Context: an optimization exercise on an open-source flow, tuned for a short achievable clock period and few clock cycles. The choices shown serve that exercise and are no tape-out recipe.
Function was checked by simulation only, so behaviour that the tests miss may differ from the original.
No activity file was given, so power comes from the tool's default toggle rates.

==> inputs of run a <==
// CPU
module CPU (clk, rst, go, imem_addr, imem_rdata, dmem_addr, dmem_wdata,
            dmem_we, dmem_rdata, led, halted);
Settings: LEC_CHECK=0, CAP_MARGIN=20, CORE_MARGIN=2, CORE_UTILIZATION=40, SLEW_MARGIN=20, SYNTH_HIERARCHICAL=1; clock period 25.0 ns.
standard.sh (not shown) runs the stock make flow with config.mk's settings and CLKGATE_MAP_FILE= SYNTH_SCRIPT=/design/flow/synth_recipe.tcl, a recipe that flattens the netlist after the stock synthesis.
==> flow/flow/run.sh <==
#!/bin/bash
# The standard layout, with timing repair aimed at a much shorter period than
# the 25 ns the design is signed off at (the constraints are unchanged; only
# repair_timing's setup margin is raised), and with the resizer free to pick
# cells of any footprint.
set -euo pipefail
cd "$(dirname "$0")/.."
export SETUP_SLACK_MARGIN=19
bash standard.sh MATCH_CELL_FOOTPRINT=0 finish > standard_flow.log 2>&1
==> inputs of run b, as changes to run a <==
--- a/flow/design.v
+++ b/flow/design.v
@@ -10,56 +10,18 @@
    output [31:0] dmem_wdata;
    output        dmem_we;
    input  [31:0] dmem_rdata;
    output [31:0] led;
    output        halted;
-   function [32:0] ks32;
-      input [31:0] a;
-      input [31:0] b;
-      input        cin;
-      reg   [31:0] p0, g, p, gn, pn;
-      integer      l, i;
-      begin
-         p0 = a ^ b;
-         g  = a & b;
-         g[0] = g[0] | (p0[0] & cin);
-         p  = p0;
-         for (l = 0; l < 5; l = l + 1) begin
-            for (i = 0; i < 32; i = i + 1) begin
-               if (i >= (1 << l)) begin
-                  gn[i] = g[i] | (p[i] & g[i - (1 << l)]);
-                  pn[i] = p[i] & p[i - (1 << l)];
-               end else begin
-                  gn[i] = g[i];
-                  pn[i] = p[i];
-               end
-            end
-            g = gn;
-            p = pn;
-         end
-         ks32 = {g[31], p0 ^ {g[30:0], cin}};
-      end
-   endfunction
-   function [31:0] ks32s;
-      input [31:0] a;
-      input [31:0] b;
-      input        cin;
-      reg   [32:0] r;
-      begin
-         r = ks32(a, b, cin);
-         ks32s = r[31:0];
-      end
-   endfunction
    reg  [31:0] pc_f;
-   reg  [11:0] last_link;
    reg         x_valid;
    reg  [31:0] x_ir;
    reg  [31:0] x_imm;        
    reg  [31:0] x_pc;
    reg  [31:0] x_pc4;
-   reg  [31:0] x_pnext;      
-   reg         x_pbtb;       
+   reg         x_pred;       
+   reg  [31:0] x_ptgt;       
    reg  [31:1] x_s1;         
    reg  [31:1] x_s2;
    reg         x_fm1, x_fw1, x_fm2, x_fw2;    
    reg         x_hz;         
    reg  [4:0]  x_rd;         
@@ -136,11 +98,11 @@
    wire stall  = (x_valid & x_hz) | (halted_r & ~go);
    wire x_go   = x_valid & ~stall;
    wire [31:0] alu_b   = x_rr ? opb : x_imm;
    wire [31:0] addsub;
    wire        carry;
-   assign {carry, addsub} = ks32(opa, alu_b ^ {32{x_sub}}, x_sub);
+   ks_add32 u_alu (.a(opa), .b(alu_b ^ {32{x_sub}}), .cin(x_sub), .s(addsub), .cout(carry));
    wire        lt_s    = (opa[31] ^ alu_b[31]) ? opa[31] : addsub[31];
    wire        lt_u    = ~carry;
    wire [4:0]  shamt   = alu_b[4:0];
    wire [31:0] sll     = opa << shamt;
    wire [31:0] srx     = $signed({x_sra & opa[31], opa}) >>> shamt;
@@ -149,27 +111,20 @@
                          (x_log == 2'd2) ? (opa | alu_b) : (opa & alu_b);
    wire        eq      = (opa == opb);
    wire        taken   = (x_beq & eq) | (x_bne & ~eq) | (x_blt & lt_s);
    wire [31:0] base    = x_quirk ? x_pc4 : opa;
    wire [31:0] sum;
-   assign sum = ks32s(base, x_imm, 1'b0);
+   ks_add32 u_agu (.a(base), .b(x_imm), .cin(1'b0), .s(sum), .cout());
    wire [31:0] rel;
-   assign rel = ks32s(x_pc, x_imm, 1'b0);
-   wire        jump    = taken | x_jal;
-   wire        ok_rel  = (rel == x_pnext);
-   wire        ok_seq  = (x_pc4 == x_pnext);
-   wire        mis     = jump ? ~ok_rel : ~ok_seq;
-   wire [31:0] jd0, jd1;
-   assign jd0 = ks32s(x_pnext, ~x_imm, 1'b1);
-   assign jd1 = ks32s({x_pnext[31:1], 1'b1}, ~x_imm, 1'b1);
-   wire        ok_jq   = (x_pc4 == jd0) | (x_pc4 == jd1);
-   wire        ok_jr   = (opa == jd0) | (opa == jd1);
-   wire        ok_j    = x_quirk ? ok_jq : ok_jr;
-   wire        redirect = x_go & (x_jalr ? ~ok_j : mis);
+   ks_add32 u_rel (.a(x_pc), .b(x_imm), .cin(1'b0), .s(rel), .cout());
+   wire        off4    = (x_imm == 32'd4);
+   wire        jump    = (taken | x_jal) & ~off4;
+   wire        pred_ok = (rel == x_ptgt);
+   wire        redirect = x_go & (x_jalr | (x_pred ? ~(jump & pred_ok) : jump));
    wire [31:0] target  = x_jalr ? {sum[31:1], 1'b0} : jump ? rel : x_pc4;
-   wire        btb_set = x_go & taken & ~x_imm[31] & mis;
-   wire        btb_clr = x_go & x_pbtb & mis;
+   wire        btb_set = x_go & jump & ~x_pred;
+   wire        btb_clr = x_go & x_pred & ~(jump & pred_ok);
    wire        ecall_go = x_go & x_sys;
    wire        disp     = (opa == 32'd34);
    wire [31:0] in     = imem_rdata;
    wire [6:0]  in_opc = in[6:0];
    wire [2:0]  in_f3  = in[14:12];
@@ -178,65 +133,43 @@
    wire        in_ld  = (in_opc == 7'b0000011);
    wire        in_st  = (in_opc == 7'b0100011);
    wire        in_br  = (in_opc == 7'b1100011);
    wire        in_jal = (in_opc == 7'b1101111);
    wire        in_jalr = (in_opc == 7'b1100111);
-   wire        in_sys = in[6] & in[4] & !in[21];
-   wire        in_ctl = in[6] & ~in[4];
+   wire        in_sys = (in_opc == 7'b1110011) && !in[21];
    wire        in_alu = in_op | in_opi;
-   wire        in_u1  = ~in[3];
-   wire        in_u2  = in[5] & ~in[2];
+   wire        in_u1  = in_op | in_opi | in_ld | in_st | in_br | in_jalr | in_sys;
+   wire        in_u2  = in_op | in_st | in_br | in_sys;
    wire        in_wr  = in_op | in_opi | in_ld | in_jal | in_jalr;
    wire [4:0]  in_rd  = (in_wr && in[11:7] != 5'd0) ? in[11:7] : 5'd0;
    wire [4:0]  in_rs1 = in_sys ? 5'd17 : in[19:15];
    wire [4:0]  in_rs2 = in_sys ? 5'd10 : in[24:20];
    wire [31:0] in_imm = in_st  ? {{20{in[31]}}, in[31:25], in[11:7]} :
                         in_br  ? {{19{in[31]}}, in[31], in[7], in[30:25], in[11:8], 1'b0} :
                         in_jal ? {{11{in[31]}}, in[31], in[19:12], in[20], in[30:21], 1'b0} :
                                  {{20{in[31]}}, in[31:20]};
-   wire        f_stat = in_ctl & (in[3] | (~in[2] & in[31]));
-   wire [31:0] f_off  = in[3] ? {{11{in[31]}}, in[31], in[19:12], in[20], in[30:21], 1'b0}
-                              : {{19{in[31]}}, in[31], in[7], in[30:25], in[11:8], 1'b0};
-   wire [11:0] f_star;
-   ks_add12 u_fst (.a(pc_f[11:0]), .b(f_off[11:0]), .s(f_star));
-   wire        f_jalr = in_ctl & ~in[3] & in[2];
-   wire        f_qk   = (in[11:7] == in[19:15]) & (in[11:7] != 5'd0);
-   wire [31:0] f_immi = {{20{in[31]}}, in[31:20]};
-   wire [11:0] f_jq, f_jl;
-   ks_add12 u_fjq (.a(f_pc4[11:0]), .b(f_immi[11:0]), .s(f_jq));
-   ks_add12 u_fjl (.a(last_link), .b(f_immi[11:0]), .s(f_jl));
-   wire [11:0] f_jt   = f_qk ? {f_jq[11:1], 1'b0} : {f_jl[11:1], 1'b0};
-   wire [31:0] f_next = f_stat ? {pc_f[31:12], f_star} :
-                        f_jalr ? {pc_f[31:12], f_jt} :
-                        f_hit  ? f_tgt : f_pc4;
    wire [4:0]  nm_rd  = x_valid ? x_rd : 5'd0;
    always @(posedge clk or posedge rst) begin
-      if (rst)
-         last_link <= 12'd0;
-      else if (!stall && (in_opc == 7'b1101111 || f_jalr) && in[11:7] != 5'd0)
-         last_link <= f_pc4[11:0];
-   end
-   always @(posedge clk or posedge rst) begin
       if (rst) begin
          pc_f    <= 32'd0;
          x_valid <= 1'b0;
       end else if (redirect) begin
          pc_f    <= target;
          x_valid <= 1'b0;
       end else if (!stall) begin
-         pc_f    <= f_next;
+         pc_f    <= f_hit ? f_tgt : f_pc4;
          x_valid <= 1'b1;
       end
    end
    always @(posedge clk) begin
       if (!stall) begin
          x_ir      <= in;
          x_imm     <= in_imm;
          x_pc      <= pc_f;
          x_pc4     <= f_pc4;
-         x_pnext   <= f_next;
-         x_pbtb    <= ~f_stat & f_hit;
+         x_pred    <= f_hit;
+         x_ptgt    <= f_tgt;
          for (k = 1; k < 32; k = k + 1) begin
             x_s1[k] <= (in_rs1 == k);
             x_s2[k] <= (in_rs2 == k);
          end
          x_rd      <= in_rd;
@@ -338,30 +271,33 @@
       w_mem        <= dmem_rdata;
       w_lhu        <= m_lhu;
       w_a1         <= m_a1;
    end
 endmodule
-module ks_add12 (a, b, s);
-   input  [11:0] a;
-   input  [11:0] b;
-   output [11:0] s;
-   wire [11:0] p0 = a ^ b;
-   wire [11:0] g [0:4];
-   wire [11:0] p [0:4];
-   assign g[0] = a & b;
+module ks_add32 (a, b, cin, s, cout);
+   input  [31:0] a;
+   input  [31:0] b;
+   input         cin;
+   output [31:0] s;
+   output        cout;
+   wire [31:0] p0 = a ^ b;
+   wire [31:0] g [0:5];
+   wire [31:0] p [0:5];
+   assign g[0] = {a[31:1] & b[31:1], (a[0] & b[0]) | (p0[0] & cin)};
    assign p[0] = p0;
    genvar l, i;
    generate
-      for (l = 1; l <= 4; l = l + 1) begin : lvl
-         for (i = 0; i < 12; i = i + 1) begin : bt
+      for (l = 1; l <= 5; l = l + 1) begin : lvl
+         for (i = 0; i < 32; i = i + 1) begin : bt
             if (i >= (1 << (l - 1))) begin : op
                assign g[l][i] = g[l-1][i] | (p[l-1][i] & g[l-1][i - (1 << (l - 1))]);
                assign p[l][i] = p[l-1][i] & p[l-1][i - (1 << (l - 1))];
             end else begin : pass
                assign g[l][i] = g[l-1][i];
                assign p[l][i] = p[l-1][i];
             end
          end
       end
    endgenerate
-   assign s = p0 ^ {g[4][10:0], 1'b0};
+   assign s    = p0 ^ {g[5][30:0], cin};
+   assign cout = g[5][31];
 endmodule
--- a/flow/config.mk
+++ b/flow/config.mk
@@ -7,6 +7,5 @@
 export LEC_CHECK = 0
 export CAP_MARGIN = 20
 export CORE_MARGIN = 2
 export CORE_UTILIZATION = 40
 export SLEW_MARGIN = 20
-export SYNTH_HIERARCHICAL = 1
==> inputs of run c, as changes to run a <==
--- a/flow/design.v
+++ b/flow/design.v
@@ -10,49 +10,11 @@
    output [31:0] dmem_wdata;
    output        dmem_we;
    input  [31:0] dmem_rdata;
    output [31:0] led;
    output        halted;
-   function [32:0] ks32;
-      input [31:0] a;
-      input [31:0] b;
-      input        cin;
-      reg   [31:0] p0, g, p, gn, pn;
-      integer      l, i;
-      begin
-         p0 = a ^ b;
-         g  = a & b;
-         g[0] = g[0] | (p0[0] & cin);
-         p  = p0;
-         for (l = 0; l < 5; l = l + 1) begin
-            for (i = 0; i < 32; i = i + 1) begin
-               if (i >= (1 << l)) begin
-                  gn[i] = g[i] | (p[i] & g[i - (1 << l)]);
-                  pn[i] = p[i] & p[i - (1 << l)];
-               end else begin
-                  gn[i] = g[i];
-                  pn[i] = p[i];
-               end
-            end
-            g = gn;
-            p = pn;
-         end
-         ks32 = {g[31], p0 ^ {g[30:0], cin}};
-      end
-   endfunction
-   function [31:0] ks32s;
-      input [31:0] a;
-      input [31:0] b;
-      input        cin;
-      reg   [32:0] r;
-      begin
-         r = ks32(a, b, cin);
-         ks32s = r[31:0];
-      end
-   endfunction
    reg  [31:0] pc_f;
-   reg  [11:0] last_link;
    reg         x_valid;
    reg  [31:0] x_ir;
    reg  [31:0] x_imm;        
    reg  [31:0] x_pc;
    reg  [31:0] x_pc4;
@@ -136,11 +98,11 @@
    wire stall  = (x_valid & x_hz) | (halted_r & ~go);
    wire x_go   = x_valid & ~stall;
    wire [31:0] alu_b   = x_rr ? opb : x_imm;
    wire [31:0] addsub;
    wire        carry;
-   assign {carry, addsub} = ks32(opa, alu_b ^ {32{x_sub}}, x_sub);
+   ks_add32 u_alu (.a(opa), .b(alu_b ^ {32{x_sub}}), .cin(x_sub), .s(addsub), .cout(carry));
    wire        lt_s    = (opa[31] ^ alu_b[31]) ? opa[31] : addsub[31];
    wire        lt_u    = ~carry;
    wire [4:0]  shamt   = alu_b[4:0];
    wire [31:0] sll     = opa << shamt;
    wire [31:0] srx     = $signed({x_sra & opa[31], opa}) >>> shamt;
@@ -149,24 +111,18 @@
                          (x_log == 2'd2) ? (opa | alu_b) : (opa & alu_b);
    wire        eq      = (opa == opb);
    wire        taken   = (x_beq & eq) | (x_bne & ~eq) | (x_blt & lt_s);
    wire [31:0] base    = x_quirk ? x_pc4 : opa;
    wire [31:0] sum;
-   assign sum = ks32s(base, x_imm, 1'b0);
+   ks_add32 u_agu (.a(base), .b(x_imm), .cin(1'b0), .s(sum), .cout());
    wire [31:0] rel;
-   assign rel = ks32s(x_pc, x_imm, 1'b0);
+   ks_add32 u_rel (.a(x_pc), .b(x_imm), .cin(1'b0), .s(rel), .cout());
    wire        jump    = taken | x_jal;
    wire        ok_rel  = (rel == x_pnext);
    wire        ok_seq  = (x_pc4 == x_pnext);
    wire        mis     = jump ? ~ok_rel : ~ok_seq;
-   wire [31:0] jd0, jd1;
-   assign jd0 = ks32s(x_pnext, ~x_imm, 1'b1);
-   assign jd1 = ks32s({x_pnext[31:1], 1'b1}, ~x_imm, 1'b1);
-   wire        ok_jq   = (x_pc4 == jd0) | (x_pc4 == jd1);
-   wire        ok_jr   = (opa == jd0) | (opa == jd1);
-   wire        ok_j    = x_quirk ? ok_jq : ok_jr;
-   wire        redirect = x_go & (x_jalr ? ~ok_j : mis);
+   wire        redirect = x_go & (x_jalr | mis);
    wire [31:0] target  = x_jalr ? {sum[31:1], 1'b0} : jump ? rel : x_pc4;
    wire        btb_set = x_go & taken & ~x_imm[31] & mis;
    wire        btb_clr = x_go & x_pbtb & mis;
    wire        ecall_go = x_go & x_sys;
    wire        disp     = (opa == 32'd34);
@@ -178,46 +134,30 @@
    wire        in_ld  = (in_opc == 7'b0000011);
    wire        in_st  = (in_opc == 7'b0100011);
    wire        in_br  = (in_opc == 7'b1100011);
    wire        in_jal = (in_opc == 7'b1101111);
    wire        in_jalr = (in_opc == 7'b1100111);
-   wire        in_sys = in[6] & in[4] & !in[21];
-   wire        in_ctl = in[6] & ~in[4];
+   wire        in_sys = (in_opc == 7'b1110011) && !in[21];
    wire        in_alu = in_op | in_opi;
-   wire        in_u1  = ~in[3];
-   wire        in_u2  = in[5] & ~in[2];
+   wire        in_u1  = in_op | in_opi | in_ld | in_st | in_br | in_jalr | in_sys;
+   wire        in_u2  = in_op | in_st | in_br | in_sys;
    wire        in_wr  = in_op | in_opi | in_ld | in_jal | in_jalr;
    wire [4:0]  in_rd  = (in_wr && in[11:7] != 5'd0) ? in[11:7] : 5'd0;
    wire [4:0]  in_rs1 = in_sys ? 5'd17 : in[19:15];
    wire [4:0]  in_rs2 = in_sys ? 5'd10 : in[24:20];
    wire [31:0] in_imm = in_st  ? {{20{in[31]}}, in[31:25], in[11:7]} :
                         in_br  ? {{19{in[31]}}, in[31], in[7], in[30:25], in[11:8], 1'b0} :
                         in_jal ? {{11{in[31]}}, in[31], in[19:12], in[20], in[30:21], 1'b0} :
                                  {{20{in[31]}}, in[31:20]};
-   wire        f_stat = in_ctl & (in[3] | (~in[2] & in[31]));
+   wire        f_stat = (in_opc == 7'b1101111) | ((in_opc == 7'b1100011) & in[31]);
    wire [31:0] f_off  = in[3] ? {{11{in[31]}}, in[31], in[19:12], in[20], in[30:21], 1'b0}
                               : {{19{in[31]}}, in[31], in[7], in[30:25], in[11:8], 1'b0};
-   wire [11:0] f_star;
-   ks_add12 u_fst (.a(pc_f[11:0]), .b(f_off[11:0]), .s(f_star));
-   wire        f_jalr = in_ctl & ~in[3] & in[2];
-   wire        f_qk   = (in[11:7] == in[19:15]) & (in[11:7] != 5'd0);
-   wire [31:0] f_immi = {{20{in[31]}}, in[31:20]};
-   wire [11:0] f_jq, f_jl;
-   ks_add12 u_fjq (.a(f_pc4[11:0]), .b(f_immi[11:0]), .s(f_jq));
-   ks_add12 u_fjl (.a(last_link), .b(f_immi[11:0]), .s(f_jl));
-   wire [11:0] f_jt   = f_qk ? {f_jq[11:1], 1'b0} : {f_jl[11:1], 1'b0};
-   wire [31:0] f_next = f_stat ? {pc_f[31:12], f_star} :
-                        f_jalr ? {pc_f[31:12], f_jt} :
-                        f_hit  ? f_tgt : f_pc4;
+   wire [31:0] f_star;
+   ks_add32 u_fst (.a(pc_f), .b(f_off), .cin(1'b0), .s(f_star), .cout());
+   wire [31:0] f_next = f_stat ? f_star : f_hit ? f_tgt : f_pc4;
    wire [4:0]  nm_rd  = x_valid ? x_rd : 5'd0;
    always @(posedge clk or posedge rst) begin
-      if (rst)
-         last_link <= 12'd0;
-      else if (!stall && (in_opc == 7'b1101111 || f_jalr) && in[11:7] != 5'd0)
-         last_link <= f_pc4[11:0];
-   end
-   always @(posedge clk or posedge rst) begin
       if (rst) begin
          pc_f    <= 32'd0;
          x_valid <= 1'b0;
       end else if (redirect) begin
          pc_f    <= target;
@@ -338,30 +278,33 @@
       w_mem        <= dmem_rdata;
       w_lhu        <= m_lhu;
       w_a1         <= m_a1;
    end
 endmodule
-module ks_add12 (a, b, s);
-   input  [11:0] a;
-   input  [11:0] b;
-   output [11:0] s;
-   wire [11:0] p0 = a ^ b;
-   wire [11:0] g [0:4];
-   wire [11:0] p [0:4];
-   assign g[0] = a & b;
+module ks_add32 (a, b, cin, s, cout);
+   input  [31:0] a;
+   input  [31:0] b;
+   input         cin;
+   output [31:0] s;
+   output        cout;
+   wire [31:0] p0 = a ^ b;
+   wire [31:0] g [0:5];
+   wire [31:0] p [0:5];
+   assign g[0] = {a[31:1] & b[31:1], (a[0] & b[0]) | (p0[0] & cin)};
    assign p[0] = p0;
    genvar l, i;
    generate
-      for (l = 1; l <= 4; l = l + 1) begin : lvl
-         for (i = 0; i < 12; i = i + 1) begin : bt
+      for (l = 1; l <= 5; l = l + 1) begin : lvl
+         for (i = 0; i < 32; i = i + 1) begin : bt
             if (i >= (1 << (l - 1))) begin : op
                assign g[l][i] = g[l-1][i] | (p[l-1][i] & g[l-1][i - (1 << (l - 1))]);
                assign p[l][i] = p[l-1][i] & p[l-1][i - (1 << (l - 1))];
             end else begin : pass
                assign g[l][i] = g[l-1][i];
                assign p[l][i] = p[l-1][i];
             end
          end
       end
    endgenerate
-   assign s = p0 ^ {g[4][10:0], 1'b0};
+   assign s    = p0 ^ {g[5][30:0], cin};
+   assign cout = g[5][31];
 endmodule
--- a/flow/config.mk
+++ b/flow/config.mk
@@ -7,6 +7,5 @@
 export LEC_CHECK = 0
 export CAP_MARGIN = 20
 export CORE_MARGIN = 2
 export CORE_UTILIZATION = 40
 export SLEW_MARGIN = 20
-export SYNTH_HIERARCHICAL = 1
==> run notes <==
Run b completed without violations. Run a ran to the end with no violations. Run c passed the timing, design-rule and antenna checks. In run a the combinational power is higher than in run b, by 33%. In run c the synthesized cell count is lower than in run a, by about 11%. The highest register-to-register slack belongs to run a, the lowest to run c. The highest sequential share of layout area belongs to run b, the lowest to run a. Core utilization, highest first: run b, run a, run c. Against run a, the first-iteration DRC count of run c is lower by about 2%. In clock power, run a and run b hardly differ.
==> figures <==
| item | run c | run b | run a |
|---|---|---|---|
| Result of the run | timing/DRC/antenna clean | timing/DRC/antenna clean | timing/DRC/antenna clean |
| Power share of the combinational group | 31.5% | 44.2% | 50.2% |
| Number of core rows | 168 | 166 | 173 |
| Placed insts | 9544 | 9228 | 10500 |
| Routed vias | 71600 | 70500 | 77400 |
| CP Capture Type | register | primary output | register |
| Origin of the worst setup path | imem_rdata[3] | pc_f[2] | imem_rdata[27] |
| Largest stage delay, worst path | 0.41 ns | 0.54 ns | 0.38 ns |
| Flip-flop and latch area | 50800 um^2 | 50100 um^2 | 51100 um^2 |
| #FFs+latches synth | 1783 | 1761 | - |
| Power dissipated in combinational cells | 0.00307 W | 0.00552 W | 0.00736 W |
| Highest attainable clock frequency | 129 MHz | 154 MHz | 152 MHz |
| Seq/Total Area, Yosys | 59.9% | 60.9% | - |
| CTS sink cnt | 1783 | 1761 | 1795 |
| Post-placement cell area | 90600 um^2 | 87800 um^2 | 95600 um^2 |
| Synthesis Warnings | 2 | 2 | 8 |
Testbench counts of run a, summed over its fixed seeds: cycles 40,710.
Testbench counts of run b, summed over its fixed seeds: cycles 42,774.
Testbench counts of run c, summed over its fixed seeds: cycles 41,672.

[static timing again, ports no longer ideal]
The flow's constraints put no driver on any port. The routed layouts listed below were extracted and timed again, unchanged, in two steps.
Step 1: set_driving_cell puts a clkbuf_16 on clk and a buf_2 on each other input, an assumption about the parent block.
Step 2 times the ports against the registers' clock, not the clock port: input delays grow and output delays shrink by t, the midpoint of the rising clock arrivals with the driver on.
a / b / c = no drivers / after step 1 / after step 2; a / b = the first two.
run | t (ns) | setup slack, ns | worst setup path at the end | cell pins on the clock port's net
run a | 0.943 | 18.426 / 18.368 / 17.425 | input to register | 1
run b | 0.899 | 18.489 / 18.406 / 17.949 | input to register | 1
run c | 0.932 | 17.275 / 17.307 / 16.374 | input to register | 1
After both steps every run listed still meets setup and hold. For run a, which loses most, drivers alone change the setup slack by -0.058 ns; drivers and shift together by -1.001 ns.
